This design comes from an exercise in tuning for small area on the open sky130 flow, not from production work. At most, simulation tests tie the RTL to the original design; equivalence was not proved. For runs 1 to 4 and 6, only the layout was checked, not whether the RTL still works. Power and IR drop assume default switching activity.

[flow/flow/run.sh]
#!/bin/bash
# Standard layout, with three changes: the port buffers are the smallest
# buffer cell, after floorplan every combinational cell gets the smallest
# drive strength that keeps timing (flow/downsize.tcl), and clock tree
# synthesis uses clkbuf_8 without a dummy load.
export BUFFER_PORTS_ARGS="-buffer_cell sky130_fd_sc_hd__buf_1"
export POST_FLOORPLAN_TCL="$PWD/flow/downsize.tcl"
export CTS_ARGS="-sink_clustering_enable -repair_clock_nets -dont_use_dummy_load -buf_list sky130_fd_sc_hd__clkbuf_8"
bash standard.sh > standard.log 2>&1
[flow/flow/downsize.tcl]
# Run at the end of floorplan: give every combinational cell the smallest
# drive strength of its kind (drive 1) unless that lowers the worst setup
# slack below 1 ns (or by more than 20 ps if it is already below).
# Buffers from synthesis go first; the resizer buffers what needs it later.
remove_buffers
set base_ws [sta::worst_slack_cmd max]
set n 0
foreach inst [get_cells *] {
  set ref [get_property $inst ref_name]
  if {![regexp {^(sky130_fd_sc_hd__[a-z0-9]+)_([0-9]+)$} $ref -> base drv]} { continue }
  if {[regexp {df|dl|clk|tap|fill|decap|conb|buf|inv} $base]} { continue }
  if {$drv <= 1} { continue }
  set cand [get_lib_cells -quiet */${base}_1]
  if {[llength $cand] == 0} { continue }
  replace_cell $inst [lindex $cand 0]
  if {[sta::worst_slack_cmd max] < min($base_ws - 20e-12, 1.0e-9)} {
    replace_cell $inst [lindex [get_lib_cells */$ref] 0]
  } else {
    incr n
  }
}
puts "downsize: $n cells set to drive 1, worst slack [sta::worst_slack_cmd max] (was $base_ws)"
[flow/standard.sh]
#!/bin/bash
# synth_recipe.tcl (not shown) runs the flow's synth.tcl, then flattens the netlist and writes it again
# the make line also repeats each setting of config.mk as NAME=value (left out here)
make -C /OpenROAD-flow-scripts/flow DESIGN_CONFIG=/design/flow/config.mk WORK_HOME=/design/flow/orfs CLKGATE_MAP_FILE= SYNTH_SCRIPT=/design/flow/synth_recipe.tcl "${@:-finish}"
[flow/config.mk]
export PLATFORM = sky130hd
export DESIGN_NAME = calc
export DESIGN_NICKNAME = calc
export VERILOG_FILES = /design/flow/design.v
export SDC_FILE = /design/flow/constraint.sdc
export NUM_CORES = 4
export LEC_CHECK = 0
export ABC_AREA = 0
export ABC_CLOCK_PERIOD_IN_PS = 10000
export CAP_MARGIN = 0
export CORE_MARGIN = 2
export CORE_UTILIZATION = 60
export CTS_BUF_LIST = sky130_fd_sc_hd__clkbuf_8
export GPL_TIMING_DRIVEN = 0
export SLEW_MARGIN = 0
export SYNTH_HIERARCHICAL = 1
export SYNTH_MINIMUM_KEEP_SIZE = 0
[flow/constraint.sdc]
create_clock -name core_clock -period 10.0 [get_ports {clk}]
set_input_delay 2.0000 -clock core_clock [delete_from_list [all_inputs] [get_ports {clk}]]
set_output_delay 2.0000 -clock core_clock [all_outputs]
set_load 0.01 [all_outputs]
[flow/design.v]
module calc(input wire clk,
            input wire btnac,
            input wire btnl,
            input wire btnr,
            input wire btnc,
            input wire btnd,
            input wire [15:0] sw,
            output wire [15:0] led);
    reg [15:0] acc;
    reg        btnc_d;
    reg [4:0]  cnt;
    reg        s7;       
    reg        cf;       
    assign led = acc;
    wire press = btnc & ~btnc_d;
    wire act   = press | (cnt != 5'd0);
    wire [1:0] hL, hC, hR, hYE, hP, hNN;
    wire CE, fill, mul, lsl;
    wire [2:0] op = {btnl, btnr, btnd};
    wire clr_n = ~btnac;
    wire a = acc[15];
    wire l = op[2], r = op[1], d = op[0];
    wire [3:0] k = cnt[4:1];
    wire ph  = cnt[0];
    wire big = |sw[15:5];
    wire kz  = (k == 4'd0);
    wire k1  = (k == 4'd1);
    wire k2  = (k == 4'd2);
    wire sh      = ~l & ~r;
    assign lsl   = sh & d;
    wire addsub  = ~l & r;
    wire sub     = addsub & d;
    assign mul   = l & ~r & ~d;
    wire logic_  = l & (r | d);
    wire nn      = l & (r ^ d);
    wire nor_    = l & ~r & d;
    wire [5:0] lt;
    assign lt[0] = 1'b0;
    genvar j;
    for (j = 0; j < 5; j = j + 1) begin : g_lt
        assign lt[j+1] = (~cnt[j] & sw[j]) | (~cnt[j] & lt[j]) | (sw[j] & lt[j]);
    end
    wire shgo = big | lt[5];
    wire R    = sh & ~d & shgo;
    wire L    = mul | (lsl & shgo);
    wire YE   = (mul & a & (k[3] | ~ph)) | (addsub & k1) | (logic_ & kz);
    assign CE = (mul & a) | (addsub & k1);
    wire P    = (sub & (kz | k2)) | (nor_ & kz);
    wire NN   = nn & kz;
    assign fill = a & ~cnt[4];
    wire run = act & clr_n;
    wire lo  = run & (sh | ~ph);
    wire hi  = run & (sh | ph);
    assign hL  = {hi & L,  lo & L};
    assign hR  = {run & R, run & R};
    assign hC  = {clr_n & ~(hi & (L | R)), clr_n & ~(lo & (L | R))};
    assign hYE = {hi & YE, lo & YE};
    assign hP  = {hi & P,  lo & P};
    assign hNN = {hi & NN, lo & NN};
    wire [3:0] t2 = {k[1] & k[0], k[1], k[1] | k[0], 1'b1};
    wire [7:0] t3 = {t2 & {4{k[2]}}, t2 | {4{k[2]}}};
    wire mf = ~mul | (k[3] & ~ph);
    wire [7:0] m = t3 | {8{mf}};
    wire m8 = ~mul | k[3];           
    wire [16:0] cn;      
    wire [15:0] nxt;
    wire c8n;
    assign cn[0] = ~hP[0];
    assign cn[8] = ~((cf & ~btnac) | hP[1]);
    genvar i;
    for (i = 0; i < 16; i = i + 1) begin : g_bit
        localparam integer H = i / 8;
        wire con;
        calc_bit u_bit (.xl((i == 0) ? hR[0] : (i == 8) ? (l ? s7 : acc[7]) : acc[i-1]), .xc(acc[i]),
                        .xr((i == 15) ? fill : acc[i+1]),
                        .sl(hL[H]), .sc(hC[H]), .sr(hR[H]), .b(sw[i]), .g((i % 8 == 0) ? hYE[H] : m[i % 8]), .ye(hYE[H]),
                        .cin_n(cn[i]), .nn(hNN[H]), .gn((i == 15) ? m[7] : (i == 7) ? m8 : m[(i + 1) % 8]), .ce(CE),
                        .p(hP[H]), .q(nxt[i]), .cout_n(con));
        if (i == 7) begin : g_c7
            assign c8n = ~con;
        end else if (i != 15) begin : g_c
            assign cn[i+1] = con;
        end
    end
    always @(posedge clk) begin
        btnc_d <= btnc;
        s7 <= acc[7];
        cf <= c8n;
        if (btnac) cnt <= 5'd0;
        else if (act) cnt <= cnt + 5'd1;
        acc <= nxt;
    end
endmodule
module calc_bit(input wire xl, xc, xr, sl, sc, sr, b, g, ye, cin_n, nn, gn, ce, p,
                output wire q, cout_n);
    wire xn = ~((sl & xl) | (sc & xc) | (sr & xr));
    wire yn = ~(b & g & ye);
    wire sn = xn ^ yn ^ cin_n;
    wire con = (xn & yn) | (xn & cin_n) | (yn & cin_n);
    assign q = nn ? con : ~sn;
    assign cout_n = ~((~con & gn & ce) | p);
endmodule
==> impl_metrics.json, run 1 <==
{
  "drt_wl_total_mm": 5.223,
  "root_buffer": "clkbuf_8",
  "core_um2": 3103,
  "pwr_density_cell_nw_per_um2": 179.9,
  "finClkSkew_ns": 0.001464,
  "cts.sinks": 24,
  "cts.clk_slew.worst_paths_ns": 0.09,
  "post-place-ws_ns": 0.5869,
  "tightest_slew_ns": 1.269,
  "area_growth_syn_to_layout_pct": 10.83,
  "status": "no timing/DRC/antenna violations",
  "numCtsBuffers": 3,
  "gp_congestion": 0.8804,
  "rr_endpoint": "acc[15]$_DFF_P_",
  "htree_levels": 1,
  "dp_hpwl_mm": 3.902,
  "clock_path_buffers": 2,
  "die_h_um": 61.55,
  "ant_nets": 0,
  "yosys_warnings": 7,
  "slew_viol_final": 0,
  "fmax_mhz": 112.7,
  "p_leak_nw": 0.7783,
  "drv_cap": 0,
  "portBuffers": 37,
  "ctsResizeCount": 0,
  "cts_setup_buffers": 0,
  "maxSlewHeadroom_pct": 14.59,
  "r2r_setup_slack_ns": 2.46,
  "holdBufCountCts": 0,
  "rsz0062_at_grt": "false",
  "dr.first_iter.drc_count": 238,
  "grt_pass1_wl_mm": 8.473,
  "critPathRequiredTime_ns": 10.16,
  "cp-end-kind": "flip-flop",
  "post-route-drc-count": 0,
  "grt-ovfl-total": 0,
  "die-area_um2": 3788,
  "layout_setup_ws_ns": 1.125,
  "diodes": 0,
  "final_cell_mix": "37 x buf_1, 27 x inv_1, 24 x dfxtp_1, 23 x nand2_1, 20 x nand3_1",
  "setup_viol": 0,
  "setup.worst_path.start": "btnl",
  "path_max_fanout": 10,
  "r2r_start": "cnt[2]$_SDFFE_PP0N_",
  "nFillCells": 278,
  "hold_class": "flip-flop to flip-flop",
  "avgRoutedWirePerCell_um": 16.58,
  "via_count": 2022,
  "final_common_cell": "buf_1",
  "fp.dieW_um": 61.55,
  "avgViaCountPerCell": 6.419,
  "final_hold_viol_count": 0,
  "synthCells": 237,
  "start_util_pct": 64.03,
  "track_usage_pct": 30.46,
  "drive_gt1_share_pct": 4.428,
  "cts_tree": "yes",
  "syn_area_per_cell_um2": 8.384,
  "totalPowerFinal_mw": 0.3961,
  "crit_end": "acc[15]$_DFF_P_",
  "crit_type": "primary input to flip-flop",
  "antenna_found_initial": 0,
  "fin_crit_sh_pct": 88.75,
  "grt_max_degree": 18,
  "syn_nets": 278,
  "vdd_drop_max_v": 0.0001228,
  "grt_pass1_vias": 1825,
  "critPathLaunchType": "primary input",
  "ff2ff_path_depth": 28,
  "nets": 314,
  "pin_count": 38,
  "synth_area_um2": 1987,
  "hold_slack_ns": 0.4064,
  "num_rows": 20,
  "setup_tns_ns": 0,
  "arrival_ns": 9.03,
  "min_period_ns": 8.875,
  "firstDrtPassIters": 5,
  "insertion_delay_ns": 0.26
}
==> layer usage <==
layer	wire [µm]	up-vias	track usage (%)
met1	2252	936	46.14
met5	0	-	0
met2	2385	105	44.96
met3	454	14	3.151
met4	131	0	10.64
li1	-	967	-
==> worst max-delay path, stage by stage <==
cell     delay (ns)
buf_1          0.45
nor3b_1        0.52
a32oi_1        0.23
nor4_2         0.75
nand3_1        0.20
fa_1           0.47
inv_1          0.07
a31oi_1        0.08
fa_1           0.45
inv_1          0.07
a31oi_1        0.10
fa_1           0.45
inv_1          0.07
a31oi_1        0.08
fa_1           0.46
inv_1          0.08
a31oi_1        0.09
fa_1           0.45
inv_1          0.07
a31oi_1        0.08
fa_1           0.44
inv_1          0.07
a31oi_1        0.08
fa_1           0.44
inv_1          0.06
a31oi_1        0.08
fa_1           0.54
o21ai_0        0.08
==> area by class of cell <==
cell class              count  area, µm²  share of cell area, %
flip-flops and latches     24      480.5                  21.82
repair buffers             40      158.9                  7.216
well taps                  44      55.05                  2.500
clock buffers               3      41.29                  1.875
inverters                  29      108.9                  4.943
multi-input cells         175       1358                  61.65
==> power breakdown <==
part	switching [mW]	internal (mW)	leakage, nW	total [mW]
clock network	0.0317	0.0269	0.0216	0.0586
registers	0.0369	0.127	0.198	0.164
logic	0.108	0.0662	0.559	0.174
==> state kept, by name, indices dropped and copies added (netlist names) <==
signal	cells
cnt	5
s7	1
btnc_d	1
cf	1
acc	16
==> stage by stage <==
| stage | std cells | util, % | cell area (µm²) |
|---|---|---|---|
| 4_1_cts | 315 | 70.77 | 2196 |
| 5_1_grt | 315 | 70.97 | 2202 |
| 3_3_place_gp | 309 | 67.98 | 2110 |
| 3_5_place_dp | 312 | 69.44 | 2155 |
| 6_report | 315 | 70.97 | 2202 |
| 2_1_floorplan | 237 | - | 1987 |
==> worst min path at each step <==
stage,startpoint,slack [ns],end,depth (start not counted)
floorplan,acc[7]$_DFF_P_,0.41,s7$_DFF_P_,0
global placement,acc[7]$_DFF_P_,0.39,s7$_DFF_P_,0
detailed placement,acc[7]$_DFF_P_,0.39,s7$_DFF_P_,0
CTS,acc[7]$_DFF_P_,0.41,s7$_DFF_P_,0
global route,acc[7]$_DFF_P_,0.42,s7$_DFF_P_,0
finish,acc[7]$_DFF_P_,0.41,s7$_DFF_P_,0
==> run 2: changes to the inputs <==
--- a/flow/config.mk
+++ b/flow/config.mk
@@ -7,11 +7,11 @@
 export LEC_CHECK = 0
 export ABC_AREA = 0
 export ABC_CLOCK_PERIOD_IN_PS = 10000
-export CAP_MARGIN = 0
+export CAP_MARGIN = 20
 export CORE_MARGIN = 2
 export CORE_UTILIZATION = 60
 export CTS_BUF_LIST = sky130_fd_sc_hd__clkbuf_8
 export GPL_TIMING_DRIVEN = 0
-export SLEW_MARGIN = 0
+export SLEW_MARGIN = 20
 export SYNTH_HIERARCHICAL = 1
 export SYNTH_MINIMUM_KEEP_SIZE = 0
==> run 2 against run 1 <==
Net effect:
- clock power fell by 2%
- register-to-register slack improved by 0.36 ns
- clock-buffer cell count did not move
- utilization rose by 0.44 points
- die area did not move
- hold slack got worse by 0.0040 ns
- critical path depth did not move
- flip-flop and latch count did not move
- highest routed layer unchanged
- global-route usage rose by 0.60 points
- critical path type unchanged
- combinational power barely moved
==> impl_metrics.json, run 2 <==
{
  "status": "no timing/DRC/antenna violations",
  "numCtsBuffers": 3,
  "die-area_um2": 3788,
  "critPathLaunchType": "primary input",
  "vdd_drop_max_v": 0.0001287,
  "start_util_pct": 64.03,
  "fmax_mhz": 114.6,
  "switchingPower_mw": 0.1783,
  "drv_cap": 0,
  "dp_hpwl_mm": 4.011,
  "p_clk_share_pct": 14.4,
  "firstDrtPassIters": 5,
  "p_comb_share_pct": 44.3,
  "grt_max_degree": 16,
  "p_leak_nw": 0.7801,
  "portBuffers": 37,
  "num_rows": 20,
  "area_growth_syn_to_layout_pct": 11.52,
  "avgRoutedWirePerCell_um": 16.87,
  "min_period_ns": 8.730,
  "antenna_found_initial": 0,
  "wl_met2_mm": 2.412,
  "met1_length_mm": 2.391,
  "arrival_ns": 8.86,
  "htree_levels": 1,
  "hold_class": "flip-flop to flip-flop",
  "cp-end-kind": "flip-flop",
  "grt_pass1_wl_mm": 8.735,
  "setup_tns_ns": 0,
  "gp_congestion": 0.8804,
  "crit_type": "primary input to flip-flop",
  "met3_length_um": 442,
  "root_buffer": "clkbuf_8",
  "rsz0062_at_grt": "false",
  "ff_latch_area_um2": 480.5,
  "p_int_mw": 0.2202,
  "syn_nets": 278,
  "cts.sinks": 24,
  "nFillCells": 285,
  "regMostFlops": "acc",
  "ant_nets": 0,
  "holdBufCountCts": 0,
  "nets": 314,
  "clock_path_buffers": 2,
  "core_um2": 3103,
  "synth_area_um2": 1987,
  "final_cell_mix": "37 x buf_1, 27 x inv_1, 24 x dfxtp_1, 23 x nand2_1, 20 x nand3_1",
  "diodes": 0,
  "placed_area_um2": 2175,
  "pwr_density_cell_nw_per_um2": 179.8,
  "top_regs": "acc x16, cnt x5",
  "yosys_warnings": 7,
  "slew_viol_final": 0,
  "critPathRequiredTime_ns": 10.13,
  "grt_pass1_vias": 1841,
  "post-route-drc-count": 0,
  "path_max_fanout": 10,
  "fin_util_pct": 71.41,
  "hold_slack_ns": 0.4025,
  "ctsResizeCount": 0,
  "cts_tree": "yes",
  "insertion_delay_ns": 0.26,
  "pin_count": 38,
  "seqPwrFrac_pct": 41.3,
  "largest_register_ffs": 16,
  "final_hold_viol_count": 0,
  "dr.max_layer_used": "met4",
  "maxSlewHeadroom_pct": 41.80,
  "syn_area_per_cell_um2": 8.384,
  "drive_gt1_share_pct": 5.166,
  "cts.clk_slew.worst_paths_ns": 0.08,
  "drt_wl_total_mm": 5.315,
  "fin_crit_sh_pct": 87.30,
  "multi_input_area_um2": 1370,
  "track_usage_pct": 31.06,
  "die_h_um": 61.55,
  "synthCells": 237,
  "via_count": 2031,
  "cts_setup_buffers": 0,
  "setup_viol": 0,
  "final_cell_area_um2": 2216,
  "fp.dieW_um": 61.55,
  "p_sw_share_pct": 44.75,
  "avgViaCountPerCell": 6.448,
  "finClkSkew_ns": 0.002190,
  "dr.first_iter.drc_count": 237,
  "tightest_slew_ns": 0.8658,
  "final_common_cell": "buf_1",
  "grt-ovfl-total": 0
}
==> run 2: layout make-up <==
cell class / count / area share (%)
multi-input combinational: 175 / 61.83
timing repair buffer: 40 / 7.228
clock buffer: 3 / 1.863
tap: 44 / 2.484
sequential: 24 / 21.68
inverter: 29 / 4.912
==> run 2: final timing paths <==
path                                          start              end  slack [ns]  depth (start not counted)
worst max register to register  cnt[1]$_SDFFE_PP0N_  acc[15]$_DFF_P_        2.82                         29
worst min register to register       acc[7]$_DFF_P_       s7$_DFF_P_        0.40                          0
worst min-delay path                 acc[7]$_DFF_P_       s7$_DFF_P_        0.40                          0
worst max-delay path                           btnl  acc[15]$_DFF_P_        1.27                         28
==> run 2: power groups by stage <==
stage               Combinational (mW)  Sequential (mW)  Clock, mW
global placement                 0.165            0.165          0
CTS                              0.177            0.164     0.0590
floorplan                        0.130            0.162          0
finish                           0.176            0.165     0.0574
global route                     0.202            0.169     0.0621
detailed placement               0.175            0.166          0
==> run 2: critical path, cell delays in order <==
cell and delay, ns:
buf_1 0.44, nor3b_1 0.50, a32oi_1 0.25, nor4_2 0.76, nand3_1 0.21, fa_1 0.46
inv_1 0.06, a31oi_1 0.09, fa_1 0.43, inv_1 0.07, a31oi_1 0.10, fa_1 0.42
inv_1 0.07, a31oi_1 0.09, fa_1 0.44, inv_1 0.07, a31oi_1 0.08, fa_1 0.42
inv_1 0.07, a31oi_1 0.08, fa_1 0.43, inv_1 0.07, a31oi_1 0.08, fa_1 0.42
inv_1 0.07, a31oi_1 0.09, fa_1 0.52, o21ai_0 0.08
==> run 2: metrics by stage <==
step | std cells | power, mW | worst slack (ns)
after floorplan | 237 | 0.2913 | 1.631
after global placement | 309 | 0.3296 | 0.3387
after detailed placement | 312 | 0.3408 | 1.166
after CTS | 315 | 0.3993 | 1.404
after global routing | 315 | 0.4336 | 0.6251
final | 315 | 0.3985 | 1.270
==> run 2: per-layer routing <==
metal	vias to the layer above	global-route usage, %
met5	-	0
met4	0	6.383
met3	9	2.731
met2	103	47.52
met1	958	47.90
li1	961	-
==> run 3: changes to the inputs <==
--- a/flow/flow/downsize.tcl
+++ b/flow/flow/downsize.tcl
@@ -1,6 +1,6 @@
 # Run at the end of floorplan: give every combinational cell the smallest
 # drive strength of its kind (drive 1) unless that lowers the worst setup
-# slack below 1 ns (or by more than 20 ps if it is already below).
+# slack by more than 20 ps.
 # Buffers from synthesis go first; the resizer buffers what needs it later.
 remove_buffers
 set base_ws [sta::worst_slack_cmd max]
@@ -13,7 +13,7 @@
   set cand [get_lib_cells -quiet */${base}_1]
   if {[llength $cand] == 0} { continue }
   replace_cell $inst [lindex $cand 0]
-  if {[sta::worst_slack_cmd max] < min($base_ws - 20e-12, 1.0e-9)} {
+  if {[sta::worst_slack_cmd max] < $base_ws - 20e-12} {
     replace_cell $inst [lindex [get_lib_cells */$ref] 0]
   } else {
     incr n
==> run 3 against run 2 <==
Net effect:
- routed wire length increased by 0.51%
- clock power is 1% higher
- critical path depth stayed put
- non-clock buffer count stayed put
- critical path type unchanged
- critical endpoint is now acc[7]$_DFF_P_
- largest power group unchanged
==> impl_metrics.json, run 3 <==
{
  "ff2ff_path_depth": 29,
  "numCtsBuffers": 3,
  "largest_register_ffs": 16,
  "cp-end-kind": "flip-flop",
  "regMostFlops": "acc",
  "gp_congestion": 0.8818,
  "insertion_delay_ns": 0.27,
  "arrival_ns": 8.97,
  "hp-start": "acc[7]$_DFF_P_",
  "firstDrtPassIters": 8,
  "status": "no timing/DRC/antenna violations",
  "final_common_cell": "buf_1",
  "setup_tns_ns": 0,
  "cts_setup_buffers": 0,
  "min_period_ns": 8.795,
  "pwr_density_cell_nw_per_um2": 181.1,
  "pin_count": 38,
  "nFillCells": 297,
  "nets": 314,
  "synth_area_um2": 1987,
  "fin_crit_sh_pct": 87.95,
  "dp_hpwl_mm": 4.061,
  "drt_wl_total_mm": 5.342,
  "clock_path_buffers": 2,
  "avgViaCountPerCell": 6.479,
  "post-route-drc-count": 0,
  "slew_viol_final": 0,
  "grt_max_degree": 16,
  "critPathRequiredTime_ns": 10.17,
  "syn_nets": 278,
  "hold_path_end": "s7$_DFF_P_",
  "crit_top_cell": "fa_1",
  "syn_area_per_cell_um2": 8.384,
  "avgRoutedWirePerCell_um": 16.96,
  "grt_pass1_wl_mm": 8.528,
  "grt_pass1_vias": 1898,
  "antenna_found_initial": 0,
  "top_regs": "acc x16, cnt x5",
  "p_int_mw": 0.2214,
  "ctsResizeCount": 0,
  "rr_endpoint": "acc[7]$_DFF_P_",
  "cts_tree": "yes",
  "final_hold_viol_count": 0,
  "p_comb_share_pct": 44.6,
  "min_path_cells": 0,
  "hold_class": "flip-flop to flip-flop",
  "p_sw_share_pct": 44.99,
  "yosys_warnings": 7,
  "cts.sinks": 24,
  "r2r_start": "cnt[1]$_SDFFE_PP0N_",
  "area_growth_syn_to_layout_pct": 11.84,
  "final_cell_mix": "37 x buf_1, 27 x inv_1, 24 x dfxtp_1, 23 x nand2_1, 20 x nand3_1",
  "dp_cells": 312,
  "path_depth": 28,
  "synthCells": 237,
  "diodes": 0,
  "maxSlewHeadroom_pct": 37.78,
  "setup_viol": 0,
  "die_h_um": 61.55,
  "path_buf_inv": 8,
  "drive_gt1_share_pct": 5.535,
  "switchingPower_mw": 0.1811,
  "stdcell_count": 315,
  "num_rows": 20,
  "r2r_setup_slack_ns": 2.79,
  "grt-ovfl-total": 0,
  "ant_nets": 0,
  "tightest_slew_ns": 0.9256,
  "p_clk_share_pct": 14.4,
  "via_count": 2041,
  "rsz0062_at_grt": "false",
  "portBuffers": 37,
  "fp.dieW_um": 61.55,
  "critical_path.max_stage_delay_ns": 0.80,
  "critPathLaunchType": "primary input",
  "finClkSkew_ns": 0.01111,
  "vdd_drop_max_v": 0.0001146,
  "core_um2": 3103,
  "cp_top_family": "adder cells",
  "path_max_fanout": 10,
  "drv_cap": 0,
  "crit_type": "primary input to flip-flop",
  "fmax_mhz": 113.7,
  "holdBufCountCts": 0,
  "dr.first_iter.drc_count": 240,
  "die-area_um2": 3788,
  "seqPwrFrac_pct": 41.0,
  "start_util_pct": 64.03,
  "cts.clk_slew.worst_paths_ns": 0.09,
  "track_usage_pct": 30.72,
  "root_buffer": "clkbuf_8",
  "cp_slowest_cell": "nor4_2",
  "htree_levels": 1,
  "p_leak_nw": 0.7825
}
## run 3: worst reg2reg max path, delay by kind of cell, from the launching register on
kind,cells,cell delay (ns)
buffers and inverters,8,0.63
adders and majority gates,9,3.67
DFF,1,0.59
and+or+nand+nor,1,0.19
AOI/OAI and AO/OA,11,2.05
## run 3: per-layer routing
metal | GRT usage, % | vias to the layer above | part of all wire [%]
met3 | 4.412 | 10 | 7.1
met4 | 13.37 | 0 | 2.0
met5 | 0 | - | 0
met2 | 47.97 | 99 | 47
li1 | - | 967 | -
met1 | 42.35 | 965 | 44
## run 3: per-stage QoR
step,util [%],setup WS [ns],cell area [µm²],total power [mW],hold WS (ns)
finish,71.61,1.205,2222,0.4025,0.4008
global route,71.61,0.8002,2222,0.4351,0.4106
CTS,71.61,1.446,2222,0.4024,0.3994
detailed placement,70.28,1.196,2181,0.3443,0.3864
global placement,68.19,0.4102,2116,0.3307,0.3874
floorplan,-,1.631,1987,0.2913,0.4131
## run 3: how the worst max path moves through the flow
stage / start / endpoint / slack [ns]
finish: btnl / acc[7]$_DFF_P_ / 1.21
global placement: sw[2] / acc[15]$_DFF_P_ / 0.41
floorplan: sw[2] / acc[15]$_DFF_P_ / 1.63
global route: btnl / acc[15]$_DFF_P_ / 0.80
CTS: btnl / acc[15]$_DFF_P_ / 1.45
detailed placement: btnl / acc[15]$_DFF_P_ / 1.20
## run 3: power groups by stage
stage | clock network [mW] | registers [mW] | logic [mW]
detailed placement | 0 | 0.166 | 0.178
CTS | 0.0590 | 0.164 | 0.179
global route | 0.0617 | 0.169 | 0.204
floorplan | 0 | 0.162 | 0.130
finish | 0.0580 | 0.165 | 0.180
global placement | 0 | 0.165 | 0.166
## run 3: final cells by class
cell class	instances	area [µm²]	share of cell area, %
inverter	29	108.9	4.899
tap	44	55.05	2.477
timing repair buffer	40	160.2	7.207
multi-input combinational	175	1376	61.94
sequential	24	480.5	21.62
clock buffer	3	41.29	1.858
==> run 4: changes to the inputs <==
--- a/flow/flow/downsize.tcl
+++ b/flow/flow/downsize.tcl
@@ -1,8 +1,6 @@
 # Run at the end of floorplan: give every combinational cell the smallest
 # drive strength of its kind (drive 1) unless that lowers the worst setup
 # slack by more than 20 ps.
-# Buffers from synthesis go first; the resizer buffers what needs it later.
-remove_buffers
 set base_ws [sta::worst_slack_cmd max]
 set n 0
 foreach inst [get_cells *] {
--- a/flow/config.mk
+++ b/flow/config.mk
@@ -11,7 +11,6 @@
 export CORE_MARGIN = 2
 export CORE_UTILIZATION = 60
 export CTS_BUF_LIST = sky130_fd_sc_hd__clkbuf_8
-export GPL_TIMING_DRIVEN = 0
 export SLEW_MARGIN = 20
 export SYNTH_HIERARCHICAL = 1
 export SYNTH_MINIMUM_KEEP_SIZE = 0
==> run 4 against run 3 <==
Net effect:
- combinational power barely moved
- area after synthesis did not move
- via count fell by 2.0%
- first-iteration DRC count fell by 5.4%
- total power barely moved
- fmax rose by 8.7%
- global-route usage fell by 0.36 points
==> impl_metrics.json, run 4 <==
{
  "dp_cells": 314,
  "arrival_ns": 8.24,
  "ctsResizeCount": 0,
  "via_count": 2001,
  "synthCells": 237,
  "final_hold_viol_count": 0,
  "antenna_found_initial": 0,
  "cp-end-kind": "flip-flop",
  "grt_max_degree": 18,
  "core_um2": 3103,
  "cts_tree": "yes",
  "num_rows": 20,
  "fp.dieW_um": 61.55,
  "final_cell_mix": "37 x buf_1, 27 x inv_1, 24 x dfxtp_1, 23 x nand2_1, 20 x nand3_1",
  "gp_congestion": 0.9617,
  "nets": 316,
  "rsz0062_at_grt": "false",
  "min_period_ns": 8.087,
  "synth_area_um2": 1987,
  "hold_class": "flip-flop to flip-flop",
  "cts.sinks": 24,
  "insertion_delay_ns": 0.27,
  "root_buffer": "clkbuf_8",
  "finClkSkew_ns": 0.01277,
  "maxSlewHeadroom_pct": 51.75,
  "stdcell_count": 317,
  "fin_crit_sh_pct": 80.87,
  "die-area_um2": 3788,
  "path_max_fanout": 8,
  "crit_type": "primary input to flip-flop",
  "dr.first_iter.drc_count": 227,
  "avgViaCountPerCell": 6.312,
  "cts.clk_slew.worst_paths_ns": 0.09,
  "p_leak_nw": 0.7914,
  "path_buf_inv": 8,
  "setup_viol": 0,
  "grt_pass1_wl_mm": 8.473,
  "setup_tns_ns": 0,
  "drt_wl_total_mm": 5.281,
  "clock_path_buffers": 2,
  "post-route-drc-count": 0,
  "diodes": 0,
  "grt-ovfl-total": 0,
  "drive_gt1_share_pct": 5.128,
  "area_growth_syn_to_layout_pct": 11.52,
  "ant_nets": 0,
  "dp_hpwl_mm": 4.087,
  "drv_cap": 0,
  "die_h_um": 61.55,
  "r2r_setup_slack_ns": 2.99,
  "firstDrtPassIters": 5,
  "fmax_mhz": 123.6,
  "grt_pass1_vias": 1828,
  "cp_top_family": "adder cells",
  "holdBufCountCts": 0,
  "syn_area_per_cell_um2": 8.384,
  "yosys_warnings": 7,
  "syn_nets": 278,
  "regMostFlops": "acc",
  "pwr_density_cell_nw_per_um2": 181.8,
  "cp_slowest_cell": "a31oi_1",
  "cts_setup_buffers": 0,
  "largest_register_ffs": 16,
  "track_usage_pct": 30.35,
  "final_common_cell": "buf_1",
  "start_util_pct": 64.03,
  "tightest_slew_ns": 0.7204,
  "vdd_drop_max_v": 0.0001449,
  "pin_count": 38,
  "top_regs": "acc x16, cnt x5",
  "avgRoutedWirePerCell_um": 16.66,
  "critical_path.max_stage_delay_ns": 0.65,
  "critPathLaunchType": "primary input",
  "htree_levels": 1,
  "critPathRequiredTime_ns": 10.15,
  "numCtsBuffers": 3,
  "status": "no timing/DRC/antenna violations",
  "portBuffers": 37,
  "slew_viol_final": 0
}
[run 4: where the power goes]
group / switching (mW) / internal [mW] / total, mW
sequential: 0.0406 / 0.127 / 0.167
clock: 0.0308 / 0.0270 / 0.0577
combinational: 0.109 / 0.0692 / 0.178
[run 4: routing by layer]
layer | vias to the layer above | track usage, % | part of all wire [%]
li1 | 970 | - | -
met1 | 913 | 41.94 | 42
met2 | 104 | 48.42 | 47
met3 | 14 | 3.992 | 8.5
met4 | 0 | 11.55 | 2.7
met5 | - | 0 | 0
[run 4: metrics by stage]
step / cell area [µm²] / setup WS [ns] / hold WS, ns / util (%) / total power [mW]
global placement: 2166 / 1.791 / 0.4345 / 69.80 / 0.3401
floorplan: 1987 / 1.631 / 0.4131 / - / 0.2913
finish: 2216 / 1.913 / 0.4492 / 71.41 / 0.4028
CTS: 2207 / 1.988 / 0.4466 / 71.13 / 0.4007
global route: 2216 / 1.426 / 0.4548 / 71.41 / 0.4362
detailed placement: 2166 / 1.688 / 0.4334 / 69.80 / 0.3421
[run 4: final timing paths]
kind                       startpoint         endpoint  depth (start not counted)
hold / removal         acc[7]$_DFF_P_       s7$_DFF_P_                          0
setup / recovery                sw[2]  acc[15]$_DFF_P_                         29
hold reg to reg        acc[7]$_DFF_P_       s7$_DFF_P_                          0
setup reg to reg  cnt[1]$_SDFFE_PP0N_  acc[15]$_DFF_P_                         29
[run 4: area by class of cell]
class                      instances  area [µm²]
multi-input combinational        175        1354
sequential                        24       480.5
fill                             278       887.1
inverter                          29       108.9
timing repair buffer              42       176.4
clock buffer                       3       41.29
tap                               44       55.05
==> run 5: changes to the inputs <==
--- a/flow/design.v
+++ b/flow/design.v
@@ -40,7 +40,8 @@
     for (j = 0; j < 5; j = j + 1) begin : g_lt
         assign lt[j+1] = (~cnt[j] & sw[j]) | (~cnt[j] & lt[j]) | (sw[j] & lt[j]);
     end
-    wire shgo = big | lt[5];
+    wire shgo = ~big & lt[5];
+    wire clr  = sh & (big | (d & sw[4]));
     wire R    = sh & ~d & shgo;
     wire L    = mul | (lsl & shgo);
     wire YE   = (mul & a & (k[3] | ~ph)) | (addsub & k1) | (logic_ & kz);
@@ -51,9 +52,10 @@
     wire run = act & clr_n;
     wire lo  = run & (sh | ~ph);
     wire hi  = run & (sh | ph);
+    wire nc  = clr | L | R;
     assign hL  = {hi & L,  lo & L};
-    assign hR  = {run & R, run & R};
-    assign hC  = {clr_n & ~(hi & (L | R)), clr_n & ~(lo & (L | R))};
+    assign hR  = {hi & R,  lo & R};
+    assign hC  = {clr_n & ~(hi & nc), clr_n & ~(lo & nc)};
     assign hYE = {hi & YE, lo & YE};
     assign hP  = {hi & P,  lo & P};
     assign hNN = {hi & NN, lo & NN};
@@ -71,7 +73,7 @@
     for (i = 0; i < 16; i = i + 1) begin : g_bit
         localparam integer H = i / 8;
         wire con;
-        calc_bit u_bit (.xl((i == 0) ? hR[0] : (i == 8) ? (l ? s7 : acc[7]) : acc[i-1]), .xc(acc[i]),
+        calc_bit u_bit (.xl((i == 0) ? hR[0] : (i == 8) ? (lsl ? acc[7] : s7) : acc[i-1]), .xc(acc[i]),
                         .xr((i == 15) ? fill : acc[i+1]),
                         .sl(hL[H]), .sc(hC[H]), .sr(hR[H]), .b(sw[i]), .g((i % 8 == 0) ? hYE[H] : m[i % 8]), .ye(hYE[H]),
                         .cin_n(cn[i]), .nn(hNN[H]), .gn((i == 15) ? m[7] : (i == 7) ? m8 : m[(i + 1) % 8]), .ce(CE),
==> flow/flow/run.sh (replaced) <==
#!/bin/bash
# Standard layout (the standard.sh) with these changes:
# - the port buffers are the smallest buffer cell (buf_1);
# - at the end of floorplan, flow/downsize.tcl removes synthesis buffers and
#   gives combinational cells drive strength 1 where timing allows;
# - clock tree synthesis uses clkbuf_8 and no dummy load.
# Every tool's output is in standard.log and in ORFS's logs under orfs/logs.
export BUFFER_PORTS_ARGS="-buffer_cell sky130_fd_sc_hd__buf_1"
export POST_FLOORPLAN_TCL="$PWD/flow/downsize.tcl"
export CTS_ARGS="-sink_clustering_enable -repair_clock_nets -dont_use_dummy_load -buf_list sky130_fd_sc_hd__clkbuf_8"
bash standard.sh > standard.log 2>&1
--- a/flow/flow/downsize.tcl
+++ b/flow/flow/downsize.tcl
@@ -1,6 +1,8 @@
 # Run at the end of floorplan: give every combinational cell the smallest
 # drive strength of its kind (drive 1) unless that lowers the worst setup
-# slack by more than 20 ps.
+# slack below 1 ns (or by more than 20 ps if it is already below).
+# Buffers from synthesis go first; the resizer buffers what needs it later.
+remove_buffers
 set base_ws [sta::worst_slack_cmd max]
 set n 0
 foreach inst [get_cells *] {
@@ -11,7 +13,7 @@
   set cand [get_lib_cells -quiet */${base}_1]
   if {[llength $cand] == 0} { continue }
   replace_cell $inst [lindex $cand 0]
-  if {[sta::worst_slack_cmd max] < $base_ws - 20e-12} {
+  if {[sta::worst_slack_cmd max] < min($base_ws - 20e-12, 1.0e-9)} {
     replace_cell $inst [lindex [get_lib_cells */$ref] 0]
   } else {
     incr n
--- a/flow/config.mk
+++ b/flow/config.mk
@@ -11,6 +11,7 @@
 export CORE_MARGIN = 2
 export CORE_UTILIZATION = 60
 export CTS_BUF_LIST = sky130_fd_sc_hd__clkbuf_8
+export GPL_TIMING_DRIVEN = 0
 export SLEW_MARGIN = 20
 export SYNTH_HIERARCHICAL = 1
 export SYNTH_MINIMUM_KEEP_SIZE = 0
==> run 5 against run 4 <==
Net effect:
- clock skew fell by 0.011 ns
- still clean on timing, DRC and antenna
- critical endpoint is now acc[7]$_DFF_P_
- utilization decreased by 2.3 points
- largest power group is now registers
- flip-flop and latch count stayed put
==> impl_metrics.json, run 5 <==
{
  "crit_top_cell": "fa_1",
  "fin_util_pct": 69.14,
  "seqPwrFrac_pct": 45.0,
  "maxSlewHeadroom_pct": 34.90,
  "drt_wl_total_mm": 4.807,
  "fp.dieW_um": 60.87,
  "holdBufCountCts": 0,
  "start_util_pct": 63.57,
  "numCtsBuffers": 3,
  "root_buffer": "clkbuf_8",
  "portBuffers": 37,
  "drive_gt1_share_pct": 1.493,
  "syn_area_per_cell_um2": 8.223,
  "hold_path_end": "s7$_DFF_P_",
  "grt-ovfl-total": 0,
  "synthCells": 236,
  "top_regs": "acc x16, cnt x5",
  "pin_count": 38,
  "hp-start": "acc[7]$_DFF_P_",
  "grt_max_degree": 17,
  "nets": 311,
  "die-area_um2": 3705,
  "antenna_found_initial": 0,
  "fmax_mhz": 114.3,
  "track_usage_pct": 28.40,
  "via_count": 1927,
  "cts.sinks": 24,
  "cts.clk_slew.worst_paths_ns": 0.08,
  "critical_path.max_stage_delay_ns": 0.82,
  "insertion_delay_ns": 0.27,
  "r2r_start": "cnt[1]$_SDFFE_PP0N_",
  "regMostFlops": "acc",
  "r2r_setup_slack_ns": 2.83,
  "syn_nets": 277,
  "clock_path_buffers": 2,
  "critPathRequiredTime_ns": 10.13,
  "arrival_ns": 8.87,
  "p_clk_share_pct": 16.3,
  "setup_viol": 0,
  "avgRoutedWirePerCell_um": 15.41,
  "rsz0062_at_grt": "false",
  "slew_viol_final": 0,
  "p_int_mw": 0.2055,
  "yosys_warnings": 7,
  "dr.first_iter.drc_count": 293,
  "tightest_slew_ns": 0.9690,
  "diodes": 0,
  "p_sw_share_pct": 42.77,
  "vdd_drop_max_v": 0.0001082,
  "fin_crit_sh_pct": 87.46,
  "final_hold_viol_count": 0,
  "switchingPower_mw": 0.1535,
  "area_growth_syn_to_layout_pct": 8.768,
  "setup_tns_ns": 0,
  "finClkSkew_ns": 0.001816,
  "p_comb_share_pct": 38.7,
  "post-route-drc-count": 0,
  "status": "no timing/DRC/antenna violations",
  "critPathLaunchType": "primary input",
  "crit_type": "primary input to flip-flop",
  "firstDrtPassIters": 5,
  "drv_cap": 0,
  "dp_hpwl_mm": 3.771,
  "p_leak_nw": 0.7256,
  "cts_tree": "yes",
  "grt_pass1_vias": 1634,
  "cts_setup_buffers": 0,
  "final_common_cell": "buf_1",
  "cp-end-kind": "flip-flop",
  "ff2ff_path_depth": 29,
  "gp_congestion": 0.9778,
  "rr_endpoint": "acc[15]$_DFF_P_",
  "hold_class": "flip-flop to flip-flop",
  "largest_register_ffs": 16,
  "core_um2": 3053,
  "ctsResizeCount": 0,
  "die_h_um": 60.87,
  "avgViaCountPerCell": 6.176,
  "num_rows": 20,
  "path_max_fanout": 8,
  "ant_nets": 0,
  "min_period_ns": 8.746,
  "pwr_density_cell_nw_per_um2": 170.1,
  "grt_pass1_wl_mm": 7.734,
  "htree_levels": 1,
  "min_path_cells": 0,
  "final_cell_mix": "37 x buf_1, 26 x inv_1, 24 x nand2_1, 24 x dfxtp_1, 21 x nand3_1",
  "cp_slowest_cell": "nor3_1",
  "synth_area_um2": 1941
}
## run 5: critical path, delay by kind of cell
family                     cells  cell delay, ns
buffers and inverters          8            0.58
AOI/OAI and AO/OA             10            1.16
and+or+nand+nor                4            1.64
adders and majority gates      8            3.47
## run 5: how the worst max path moves through the flow
| stage | start | end | slack (ns) | cells past startpoint |
|---|---|---|---|---|
| after CTS | sw[5] | acc[7]$_DFF_P_ | 1.36 | 30 |
| final | sw[5] | acc[7]$_DFF_P_ | 1.25 | 30 |
| after global placement | sw[6] | acc[7]$_DFF_P_ | 1.09 | 30 |
| after floorplan | sw[7] | acc[7]$_DFF_P_ | 2.10 | 29 |
| after detailed placement | sw[5] | acc[15]$_DFF_P_ | 1.07 | 30 |
| after global routing | sw[7] | acc[15]$_DFF_P_ | 0.63 | 30 |
## run 5: final cells by class
type | count | area (µm²)
multi-input combinational | 177 | 1294
tap | 44 | 55.05
timing repair buffer | 37 | 138.9
fill | 285 | 942.2
inverter | 27 | 101.3
clock buffer | 3 | 41.29
sequential | 24 | 480.5
## run 5: power groups by stage
stage	logic [mW]	clock network [mW]	registers [mW]
global route	0.160	0.0620	0.166
CTS	0.140	0.0593	0.161
detailed placement	0.139	0	0.163
global placement	0.137	0	0.162
floorplan	0.0977	0	0.162
finish	0.139	0.0585	0.162
## run 5: per-stage QoR
stage                     cell area (µm²)  hold slack, ns  cells  total power, mW  setup slack (ns)
after floorplan                      1941          0.4131    236           0.2593             2.099
after global placement               2069          0.3857    309           0.2993             1.088
after detailed placement             2069          0.3862    309           0.3020             1.072
after CTS                            2111          0.3980    312           0.3596             1.357
after global routing                 2111          0.4088    312           0.3875            0.6274
final                                2111          0.3991    312           0.3590             1.254
## run 5: routing by layer
metal / global-route usage [%] / wire (µm) / vias up
li1: - / - / 942
met1: 42.82 / 2062 / 878
met5: 0 / 0 / -
met2: 41.32 / 2200 / 101
met3: 4.051 / 476 / 6
met4: 10.25 / 68 / 0
==> run 6: changes to the inputs <==
--- a/flow/design.v
+++ b/flow/design.v
@@ -59,10 +59,10 @@
     assign hYE = {hi & YE, lo & YE};
     assign hP  = {hi & P,  lo & P};
     assign hNN = {hi & NN, lo & NN};
-    wire [3:0] t2 = {k[1] & k[0], k[1], k[1] | k[0], 1'b1};
-    wire [7:0] t3 = {t2 & {4{k[2]}}, t2 | {4{k[2]}}};
     wire mf = ~mul | (k[3] & ~ph);
-    wire [7:0] m = t3 | {8{mf}};
+    wire [3:1] t2 = {(k[1] & k[0]) | mf, k[1] | mf, k[1] | k[0] | mf};
+    wire k2f = k[2] | mf;
+    wire [7:0] m = {t2 & {3{k2f}}, k2f, t2 | {3{k[2]}}, 1'b1};
     wire m8 = ~mul | k[3];           
     wire [16:0] cn;      
     wire [15:0] nxt;
==> run 6 against run 5 <==
Net effect:
- largest cell class unchanged
- still clean on timing, DRC and antenna
- largest power group unchanged
- design area hardly changed
- clock power hardly changed
- non-clock buffer count stayed put
- combinational power is 11% higher
- critical path depth stayed put
- global-route usage is 1.6 points higher
- sequential share of layout area hardly changed
- final cell count is 0.96% higher
- area after synthesis is 2.1% lower
- utilization is 0.53 points higher
- worst setup slack better by 0.22 ns
==> impl_metrics.json, run 6 <==
{
  "slew_viol_final": 0,
  "nets": 314,
  "pwr_density_cell_nw_per_um2": 180.9,
  "cp_slowest_cell": "nor3_1",
  "critical_path.max_stage_delay_ns": 0.84,
  "start_util_pct": 62.73,
  "hold_path_end": "s7$_DFF_P_",
  "drv_cap": 0,
  "root_buffer": "clkbuf_8",
  "area_growth_syn_to_layout_pct": 11.07,
  "crit_type": "primary input to flip-flop",
  "vdd_drop_max_v": 0.0001302,
  "fp.dieW_um": 60.27,
  "fmax_mhz": 117.3,
  "insertion_delay_ns": 0.27,
  "top_regs": "acc x16, cnt x5",
  "min_period_ns": 8.528,
  "cp-end-kind": "flip-flop",
  "via_count": 1932,
  "fin_crit_sh_pct": 85.28,
  "clock_path_buffers": 2,
  "yosys_warnings": 7,
  "status": "no timing/DRC/antenna violations",
  "final_cell_mix": "37 x buf_1, 28 x inv_1, 24 x nand2_1, 24 x dfxtp_1, 23 x o21ai_0",
  "avgViaCountPerCell": 6.133,
  "cts.sinks": 24,
  "num_rows": 20,
  "setup_viol": 0,
  "htree_levels": 1,
  "antenna_found_initial": 0,
  "holdBufCountCts": 0,
  "grt-ovfl-total": 0,
  "arrival_ns": 8.66,
  "gp_congestion": 0.9230,
  "avgRoutedWirePerCell_um": 15.73,
  "grt_max_degree": 17,
  "ant_nets": 0,
  "nFillCells": 295,
  "die_h_um": 60.27,
  "largest_register_ffs": 16,
  "cts_setup_buffers": 0,
  "cts_tree": "yes",
  "post-route-drc-count": 0,
  "maxSlewHeadroom_pct": 27.99,
  "finClkSkew_ns": 0.008817,
  "path_max_fanout": 9,
  "pin_count": 38,
  "multi_input_area_um2": 1285,
  "dp_hpwl_mm": 3.849,
  "syn_area_per_cell_um2": 8.048,
  "syn_nets": 277,
  "diodes": 0,
  "min_path_cells": 0,
  "dr.first_iter.drc_count": 180,
  "r2r_start": "cnt[0]$_SDFFE_PP0N_",
  "hp-start": "acc[7]$_DFF_P_",
  "grt_pass1_vias": 1728,
  "synth_area_um2": 1899,
  "cts.clk_slew.worst_paths_ns": 0.09,
  "ctsResizeCount": 0,
  "numCtsBuffers": 3,
  "ff2ff_path_depth": 29,
  "core_um2": 3028,
  "final_hold_viol_count": 0,
  "portBuffers": 37,
  "synthCells": 236,
  "r2r_setup_slack_ns": 2.83,
  "track_usage_pct": 30.03,
  "grt_pass1_wl_mm": 7.948,
  "critPathLaunchType": "primary input",
  "drive_gt1_share_pct": 1.476,
  "rr_endpoint": "acc[7]$_DFF_P_",
  "drt_wl_total_mm": 4.956,
  "final_common_cell": "buf_1",
  "hold_class": "flip-flop to flip-flop",
  "crit_top_cell": "fa_1",
  "p_leak_nw": 0.7572,
  "firstDrtPassIters": 5,
  "die-area_um2": 3632,
  "regMostFlops": "acc",
  "stdcell_count": 315,
  "dp_cells": 312,
  "tightest_slew_ns": 1.072,
  "rsz0062_at_grt": "false",
  "setup_tns_ns": 0,
  "ff_latch_area_um2": 480.5,
  "critPathRequiredTime_ns": 10.13
}
==> run 6: final cells by class <==
cell class / count / area share, %
multi-input cells: 178 / 60.91
inverters: 29 / 5.160
flip-flops and latches: 24 / 22.78
clock buffers: 3 / 1.957
repair buffers: 37 / 6.584
well taps: 44 / 2.610
==> run 6: per-layer routing <==
metal	vias up	share of wire [%]	GRT usage, %
li1	944	-	-
met1	875	44	43.42
met2	95	46	47.20
met3	18	7.5	3.463
met4	0	2.5	8.571
met5	-	0	0
==> run 6: where the power goes <==
group	switching, mW	internal (mW)	total (mW)
logic	0.0959	0.0579	0.154
registers	0.0381	0.131	0.169
clock network	0.0313	0.0270	0.0583
total	0.165	0.216	0.382
==> run 6: critical path, delay by kind of cell <==
| family | cells | cell delay, ns |
|---|---|---|
| buffers and inverters | 8 | 0.56 |
| AND/OR/NAND/NOR | 5 | 1.66 |
| adder cells (fa/ha/maj) | 8 | 3.46 |
| AO/OA/AOI/OAI | 9 | 0.97 |
==> run 6: worst max path at each step <==
stage	startpoint	end	slack, ns	cells after the start
2_1_floorplan	sw[0]	acc[7]$_DFF_P_	2.13	29
3_3_place_gp	sw[7]	acc[7]$_DFF_P_	1.35	30
3_5_place_dp	sw[7]	acc[7]$_DFF_P_	1.32	30
4_1_cts	sw[7]	acc[7]$_DFF_P_	1.56	30
5_1_grt	sw[7]	acc[7]$_DFF_P_	0.95	31
6_report	sw[7]	acc[7]$_DFF_P_	1.47	30
==> run 6: stage by stage <==
step / utilization [%] / total power, mW / worst slack [ns] / hold slack (ns) / instance area (µm²)
2_1_floorplan: - / 0.2722 / 2.133 / 0.4131 / 1899
3_3_place_gp: 68.31 / 0.3194 / 1.351 / 0.3855 / 2068
3_5_place_dp: 68.31 / 0.3242 / 1.315 / 0.3898 / 2068
4_1_cts: 69.67 / 0.3821 / 1.557 / 0.4022 / 2110
5_1_grt: 69.67 / 0.4168 / 0.9491 / 0.4223 / 2110
6_report: 69.67 / 0.3816 / 1.472 / 0.4050 / 2110

## separate check: timing with driven ports
In the flow no input, the clock included, has a driving cell. The finished layouts below were timed again as built, in two steps.
Step 1 assumes that a clkbuf_16 drives the clock port and a buf_2 every other input.
Step 2 adds t to the input delays and takes it off the output delays; t is the mean of the earliest and latest rising clock arrival at the registers after step 1. Input paths then give back, and output paths get back, about the clock's delay inside the block.
a / b / c = ideal / step 1 / step 2; a / b = the first two.
run | shift t [ns] | setup slack, ns | clock arrival spread, ns | worst register clock-pin slew, ns
run 1 | 0.287 | 1.125 / 1.124 / 0.836 | 0.002 / 0.001 | 0.09 / 0.09
run 2 | 0.286 | 1.270 / 1.274 / 0.988 | 0.002 / 0.003 | 0.09 / 0.09
run 3 | 0.295 | 1.205 / 1.210 / 0.915 | 0.011 / 0.012 | 0.09 / 0.09
run 4 | 0.289 | 1.913 / 1.916 / 1.626 | 0.013 / 0.013 | 0.09 / 0.09
run 5 | 0.293 | 1.254 / 1.259 / 0.965 | 0.002 / 0.001 | 0.08 / 0.08
run 6 | 0.292 | 1.472 / 1.477 / 1.184 | 0.008 / 0.009 | 0.09 / 0.09
After both steps every run listed still meets setup and hold. For run 3, which loses most, drivers alone change the setup slack by +0.005 ns; drivers and shift together by -0.290 ns.
